From an optimization exercise on the open Yosys and OpenROAD flow, aimed at small area; shortcuts taken in it are not production practice. Only simulation tests tie the RTL to the original design; equivalence was not proved.

Setup of yarrow:
Design engine_v, start of the top module:
module engine_v (
	clk,
	reset,
	ram_addr,
	ram_wdata,
	ram_we,
	ram_re,
	ram_rdata,
	spi_cs,
	spi_sck,
	spi_mosi,
	spi_miso,
	uart_txd
	);
Size in the first run: roughly 1,900 cells after synthesis, about 0.015 sq mm of cells after synthesis.
export LEC_CHECK = 0
export CAP_MARGIN = 20
export CELL_PAD_IN_SITES_DETAIL_PLACEMENT = 1
export CELL_PAD_IN_SITES_GLOBAL_PLACEMENT = 1
export CORE_MARGIN = 2
export CORE_UTILIZATION = 28
export CTS_BUF_LIST = sky130_fd_sc_hd__clkbuf_4 sky130_fd_sc_hd__clkbuf_8
export PLACE_DENSITY = 0.5
export SLEW_MARGIN = 20
export SYNTH_MEMORY_MAX_BITS = 16384
create_clock -name core_clock -period 10.0 [get_ports {clk}]
standard.sh (not shown) runs the stock make flow with config.mk's settings and CLKGATE_MAP_FILE= SYNTH_SCRIPT=/design/flow/synth_recipe.tcl, a recipe that flattens the netlist after the stock synthesis.
==> flow/flow/run.sh <==
#!/bin/bash
# Layout flow: the standard synthesis, then the combinational logic between
# the registers is re-mapped for area with ABC (registers, their cells and
# names are kept as the standard synthesis made them), then the standard
# layout from floorplan to finish.  Each tool writes its own log here.
set -euo pipefail
W=$(pwd)
R=$W/orfs/results/sky130hd/engine_v/base
LIB=$FLOW_HOME/platforms/sky130hd/lib/sky130_fd_sc_hd__tt_025C_1v80.lib

# 1. standard synthesis
bash standard.sh synth > $W/std_synth.log 2>&1
cp $R/1_2_yosys.v $W/1_2_yosys_std.v

# 2. re-map the combinational cells for area
python3 flow/genmap.py $LIB > $W/cellmap.v 2> $W/genmap.log
DU=$(sed -n '/DONT_USE_CELLS += /,/^$/p' $FLOW_HOME/platforms/sky130hd/config.mk | grep -o 'sky130_fd_sc_hd__[a-z0-9_]*' | sed 's/^/-dont_use /' | tr '\n' ' ')
cat > $W/post_opt.ys <<EOS
read_liberty -lib $LIB
read_verilog $W/1_2_yosys_std.v
hierarchy -top engine_v
techmap -map $W/cellmap.v
techmap
opt -purge
abc -liberty $LIB $DU -script $W/flow/opt.script
opt_clean -purge
hilomap -singleton -hicell sky130_fd_sc_hd__conb_1 HI -locell sky130_fd_sc_hd__conb_1 LO
splitnets
opt_clean -purge
stat -liberty $LIB
write_verilog -noattr -nohex -nodec $W/1_2_yosys_opt.v
EOS
yosys -s $W/post_opt.ys > $W/post_opt.log 2>&1
cp $W/1_2_yosys_opt.v $R/1_2_yosys.v
rm -f $R/1_synth.odb $R/1_synth.sdc

# 3. standard layout from the re-mapped netlist
bash standard.sh finish > $W/std_layout.log 2>&1
Other scripts of this flow, unchanged in this note and not shown: flow/flow/genmap.py, flow/flow/opt.script
yarrow finished all stages; the layout is clean.
#### Input delta (violet over yarrow)
--- a/flow/config.mk
+++ b/flow/config.mk
@@ -9,7 +9,8 @@
 export CELL_PAD_IN_SITES_DETAIL_PLACEMENT = 1
-export CELL_PAD_IN_SITES_GLOBAL_PLACEMENT = 1
+export CELL_PAD_IN_SITES_GLOBAL_PLACEMENT = 2
 export CORE_MARGIN = 2
-export CORE_UTILIZATION = 28
-export CTS_BUF_LIST = sky130_fd_sc_hd__clkbuf_4 sky130_fd_sc_hd__clkbuf_8
-export PLACE_DENSITY = 0.5
+export CORE_UTILIZATION = 25
+export GPL_TIMING_DRIVEN = 0
+export PLACE_DENSITY = 0.45
+export SETUP_SLACK_MARGIN = 0.3
 export SLEW_MARGIN = 20
Findings:
- Diff yarrow -> violet: share of the final layout cell area in sequential cells now sits lower; final estimated routing congestion in global placement now sits lower; worst slack after detailed placement now sits lower; fmax now sits at about the same level.
- violet and yarrow ended up with nearly the same post-synthesis instance area.
- Looking at final hold slack across violet and yarrow, the one that comes out higher is yarrow.
- Higher routing usage on met1 was reported by yarrow, not violet.
- Re post-CTS setup-driven buffer insertion count: violet and yarrow aren't equal, and the higher value belongs to violet.
- Looking at number of placement rows, violet sits 5 higher than yarrow does.

* * *

the previous run:
engine_v, a different RTL version from the one above (not shown whole).
For scale: roughly 2,000 cells after synthesis, about 40 I/O pins, ~15,000 um^2 of cells after synthesis.
Settings: LEC_CHECK=0, CAP_MARGIN=20, CELL_PAD_IN_SITES_DETAIL_PLACEMENT=1, CELL_PAD_IN_SITES_GLOBAL_PLACEMENT=2, CORE_MARGIN=2, CORE_UTILIZATION=25, GPL_TIMING_DRIVEN=0, PLACE_DENSITY=0.45, SETUP_SLACK_MARGIN=0.1, SLEW_MARGIN=20, SYNTH_MEMORY_MAX_BITS=16384; clock period 10.0 ns.
==> flow/flow/genmap.py <==
# generate a yosys techmap file turning sky130hd combinational cells into generic logic
import re, sys
lib=open(sys.argv[1]).read()
out=[]
for m in re.finditer(r'\n\s*cell\s*\(\s*"?([\w]+)"?\s*\)\s*\{', lib):
    name=m.group(1)
    # extract cell body by brace matching
    i=m.end(); depth=1
    while depth:
        c=lib[i]
        if c=='{': depth+=1
        elif c=='}': depth-=1
        i+=1
    body=lib[m.end():i]
    if re.search(r'\b(ff|latch|statetable)\s*\(', body): continue
    if 'dont_use : true' in body: continue
    pins=[]
    for pm in re.finditer(r'\n\s*pin\s*\(\s*"?(\w+)"?\s*\)\s*\{', body):
        j=pm.end(); d=1
        while d:
            c=body[j]
            if c=='{': d+=1
            elif c=='}': d-=1
            j+=1
        pb=body[pm.end():j]
        dm=re.search(r'direction\s*:\s*"?(\w+)"?',pb)
        fm=re.search(r'\bfunction\s*:\s*"([^"]*)"',pb)
        pins.append((pm.group(1), dm.group(1) if dm else None, fm.group(1) if fm else None))
    outs=[p for p in pins if p[1]=='output']
    ins=[p for p in pins if p[1]=='input']
    if not outs or any(p[2] is None for p in outs): continue
    if any(p[1] not in ('input','output') for p in pins): continue
    def conv(f):
        f=f.replace('!','~').replace('+','|').replace('*','&')
        f=re.sub(r"(\w+)'", r"(~\1)", f)
        # implicit AND by whitespace between operands
        f=re.sub(r'([\w\)])\s+(?=[\w\(~])', r'\1 & ', f)
        return f
    ports=[p[0] for p in ins]+[p[0] for p in outs]
    s='module %s(%s);\n'%(name, ', '.join(ports))
    for p in ins: s+='  input %s;\n'%p[0]
    for p in outs: s+='  output %s;\n  assign %s = %s;\n'%(p[0],p[0],conv(p[2]))
    s+='endmodule\n'
    out.append((name,s))
print('\n'.join(s for n,s in out))
sys.stderr.write('%d cells\n'%len(out))
==> flow/flow/opt.script <==
strash
&get -n
&st
&deepsyn -T 120
&dch
&nf -R 1000
&put
topo
Scripts as last shown in full above: flow/flow/run.sh
The previous run ended with every stage complete and zero timing, DRC or antenna violations.
Changes in the current run relative to the previous run:
diff --git a/flow/config.mk b/flow/config.mk
--- a/flow/config.mk
+++ b/flow/config.mk
@@ -11,4 +11,5 @@
 export CORE_MARGIN = 2
 export CORE_UTILIZATION = 25
+export CTS_BUF_LIST = sky130_fd_sc_hd__clkbuf_8
 export GPL_TIMING_DRIVEN = 0
 export PLACE_DENSITY = 0.45
--- outcome ---
- The current run | status: complete | timing, DRC, antenna: pass
- There was hardly any difference in count of max-cap constraint violations between the previous run and the current run.
- Critical-path maximum fanout, the current run and the previous run: lower on the current run
- Clock latency on the worst-skew pair (lower): the previous run
- Clock distribution area overhead in the final layout ended up 0.98 points lower on the current run than on the previous run.
- Delta (the current run minus the previous run): share of post-route cells with drive strength above 1 neither gained nor lost much, final standard cell utilization of the core lost 0.30 points, clock transition at the registers of the reported paths picked up an extra 30 ps, via count neither gained nor lost much, clock period minus final worst setup slack lost 54 ps.

## what the ideal ports hide
The results above use ideal ports. As a check the final layouts listed here were re-extracted and re-timed, cells and wires unchanged.
Step 1: set_driving_cell puts a clkbuf_16 on clk and a buf_2 on each other input, an assumption about the parent block.
Step 2, shift: input delay + t, output delay - t, t = (earliest + latest rising clock arrival at the registers) / 2. This alone moves slack from input paths to output paths.
Three values: ideal ports, drivers, drivers and shift; two values: the first two.
run	t, ns	setup WS [ns]	worst hold slack (ns)	clock arrival spread, ns	cell pins on the clock port's net
yarrow	0.554	0.352 / 0.308 / 0.516	0.482 / 0.482 / 0.482	0.019 / 0.019	1
violet	0.518	0.365 / 0.307 / 0.500	0.479 / 0.479 / 0.479	0.016 / 0.016	1
the previous run	0.510	0.509 / 0.509 / 0.509	0.486 / 0.486 / 0.486	0.013 / 0.012	1
the current run	0.552	0.563 / 0.563 / 0.563	0.490 / 0.490 / 0.490	0.015 / 0.015	1
After both steps every run listed still meets setup and hold.
